Source: an optimization exercise on an open RTL-to-GDS flow (aim: small area and a short achievable clock period). Production flows keep margins and buffers that such runs may drop.
In this exercise RTL edits were held to simulation tests only and were not proved equivalent to the original.
Power is estimated from default activity; no workload was simulated.

## DCPU
module DCPU(
  input  wire       CLK,
  input  wire       RST,
  input  wire       EN,
  input  wire       Start,
  output wire[7:0]  InstMemAddr,
  input  wire[15:0] Inst,
  output wire[7:0]  DataMemAddr,
  input  wire[15:0] DataIn,
  output wire       DataMemWE,
  output wire[15:0] DataOut
);
  localparam [4:0] NOP  = 5'b00000, HALT = 5'b00001, LOAD = 5'b00010,
                   STORE= 5'b00011, CMP  = 5'b00100, BE   = 5'b00101,
                   JUMP = 5'b00110, JMPR = 5'b00111, BZ   = 5'b01000,
                   BNZ  = 5'b01001, BN   = 5'b01010, BNN  = 5'b01011,
                   BC   = 5'b01100, BNC  = 5'b01101, BB   = 5'b01110,
                   BS   = 5'b01111, ADD  = 5'b10000, ADDI = 5'b10001,
                   ADDC = 5'b10010, SUB  = 5'b10011, SUBI = 5'b10100,
                   SUBB = 5'b10101, INC  = 5'b10110, LDIL = 5'b10111,
                   LDIH = 5'b11000, XOR  = 5'b11001, AND  = 5'b11010,
                   OR   = 5'b11011, SLL  = 5'b11100, SLA  = 5'b11101,
                   SRL  = 5'b11110, SRA  = 5'b11111;
  localparam [3:0] A_ZERO = 4'b0000, A_ADD = 4'b0001, A_SUB = 4'b0011,
                   A_XOR  = 4'b0100, A_AND = 4'b0101, A_OR  = 4'b0110,
                   A_SLL  = 4'b1000, A_SRL = 4'b1010, A_SRA = 4'b1011;
  reg        state;           
  reg [7:0]  PC;
  reg        PCSt;
  reg [1:0]  BrSt;
  reg [15:0] IDIR;
  reg [4:0]  EXop;            
  reg [2:0]  EXrd;            
  reg [3:0]  EXOP;            
  reg        EXCF;            
  reg [15:0] EXRA, EXRB, EXSD;
  reg [4:0]  MRop;
  reg [2:0]  MRrd;
  reg [15:0] MRRC;
  reg        MRCF;
  reg        MRDW;
  reg [15:0] MRSD;
  reg        WBwe;            
  reg        WBhalt;          
  reg [2:0]  WBrd;
  reg [15:0] WBRC;
  reg [15:0] GR [0:7];
  wire [15:0] ALUOUT;
  wire        ALUOCF;
  ALU ALUM(.OPC(EXOP), .IN1(EXRA), .IN2(EXRB), .ICF(EXCF),
           .OUT(ALUOUT), .OCF(ALUOCF));
  assign InstMemAddr = PC;
  assign DataMemAddr = MRRC[7:0];
  assign DataMemWE   = MRDW;
  assign DataOut     = MRSD;
  wire run = state;
  always @(posedge CLK, posedge RST)
    if (RST) state <= 1'b0;
    else if (!state) state <= EN & Start;
    else             state <= EN & ~WBhalt;
  ...
Size in the first run: roughly 2500 cells after synthesis, roughly 300 flip-flops, about 69 I/O pins, ~18000 sq um of cells after synthesis.
clock: 5.0 ns
lec_check: 0
abc_area: 1
cap_margin: 20
core_margin: 2
core_utilization: 40
setup_slack_margin: 2.6
slew_margin: 20
run.sh (not shown) runs the stock make flow with config.mk's settings and CLKGATE_MAP_FILE= SYNTH_SCRIPT=/design/flow/synth_recipe.tcl, a recipe that flattens the netlist after the stock synthesis.
Next try:
--- a/flow/design.v
+++ b/flow/design.v
@@ -134,33 +134,33 @@
                       (nop == ADDI) | (nop == SUBI);
   wire [2:0]  nA   = nImm8 ? nI[10:8] : nI[6:4];
   wire [2:0]  nB   = (nop == STORE) ? nI[10:8] : nI[2:0];
   wire        wEX  = IDIR[15];
   wire        wMR  = EXop[4] | (EXop == LOAD);
   wire        wWB  = MRop[4] | (MRop == LOAD);
   wire        nSt   = (nop == STORE);
   wire        nLdi  = (nop == JUMP) | (nop == LDIL) | (nop == LDIH);
   wire        nRegB = ~((nop == LOAD) | nSt | nImm8 | nLdi | (nop == INC));
   reg         fAEX, fAMR, fAWB, fBEX, fBMR, fBWB;
-  reg  [2:0]  IDa, IDb;       
+  reg  [7:0]  IDa, IDb;       
   reg         IDregA;         
   reg         IDregB;         
   reg         IDst;           
   always @(posedge CLK, posedge RST)
     if (RST) begin
       fAEX <= 1'b0; fAMR <= 1'b0; fAWB <= 1'b0;
       fBEX <= 1'b0; fBMR <= 1'b0; fBWB <= 1'b0;
-      IDa <= 3'b0; IDb <= 3'b0;
+      IDa <= 8'b1; IDb <= 8'b1;
       IDregA <= 1'b1; IDregB <= 1'b1; IDst <= 1'b0;
     end else if (run) begin
-      IDa    <= nA;
-      IDb    <= nB;
+      IDa    <= 8'b1 << nA;
+      IDb    <= 8'b1 << nB;
       IDregA <= ~nLdi;
       IDregB <= nRegB;
       IDst   <= nSt;
       fAEX <= wEX & (nA == IDIR[10:8]);
       fAMR <= wMR & (nA == EXrd);
       fAWB <= wWB & (nA == MRrd);
       fBEX <= wEX & (nB == IDIR[10:8]);
       fBMR <= wMR & (nB == EXrd);
       fBWB <= wWB & (nB == MRrd);
     end
@@ -201,22 +201,22 @@
   wire sBEX  = regBu & fBEX;
   wire sBMRa = regBu & ~fBEX & fBMR &  MRop[4];
   wire sBMRl = regBu & ~fBEX & fBMR & ~MRop[4];
   wire sBWB  = regBu & ~fBEX & ~fBMR & wbB;
   wire sBGR  = regBu & ~fBEX & ~fBMR & ~wbB;
   reg [15:0] grA, grB;
   integer n;
   always @(*) begin
     grA = 16'b0; grB = 16'b0;
     for (n = 0; n < 8; n = n + 1) begin
-      grA = grA | ({16{IDa == n}} & GR[n]);
-      grB = grB | ({16{IDb == n}} & GR[n]);
+      grA = grA | ({16{IDa[n]}} & GR[n]);
+      grB = grB | ({16{IDb[n]}} & GR[n]);
     end
   end
   wire [15:0] fwdA = ({16{sAEX}}  & ALUOUT) | ({16{sAMRa}} & MRRC) |
                      ({16{sAMRl}} & DataIn) | ({16{sAWB}}  & WBRC) | ({16{sAGR}} & grA);
   wire [15:0] oB   = ({16{sBMRa}} & MRRC) |
                      ({16{sBMRl}} & DataIn) | ({16{sBWB}}  & WBRC) | ({16{sBGR}} & grB);
   wire [15:0] immB = d_ls               ? {12'b0, IDIR[3:0]} :
                      (iop == LDIH)      ? {IDIR[7:0], 8'b0}  :
                      (d_imm8 | d_ldi)   ? {8'b0, IDIR[7:0]}  : 16'b0;
   reg [3:0] dop;
=>
- worst hold slack gets better by 32 ps
- clock-buffer cell count came out lower by 1
- cell area shrinks by 0.88%
- sequential cell count rises by 10
- combinational power fell by 12%
- global-route usage went down by 0.14 points
- die area went up by 1.2%
- routed wire length falls by 1.3%
- power went down by 2.8%
- non-clock buffer count falls by 15
- setup slack improves by 110 ps
- clock power drops by about 1%
- core utilization drops by 0.76 points
- sequential share of layout area is higher by 1.5 points

what the ideal ports hide:
Ports are ideal in the flow. The routed layouts listed here were re-timed in OpenROAD. Step 1 assumes that a clkbuf_16 drives the clock port and a buf_2 every other input. Step 2, shift: input delay + t, output delay - t, t = (earliest + latest rising clock arrival at the registers) / 2. This alone moves slack from input paths to output paths. Three values: ideal, step 1, step 2; two values: the first two.
| run | t (ns) | slack for setup (ns) | worst setup path at the end | cell pins on the clock port's net |
|---|---|---|---|---|
| the first run | 0.578 | 2.531 / 2.531 / 2.179 | input to register | 1 |
| the second run | 0.583 | 2.644 / 2.628 / 2.290 | input to register | 1 |
After both steps every run listed still meets setup and hold. For the second run, which loses most, drivers alone change the setup slack by -0.016 ns; drivers and shift together by -0.354 ns.
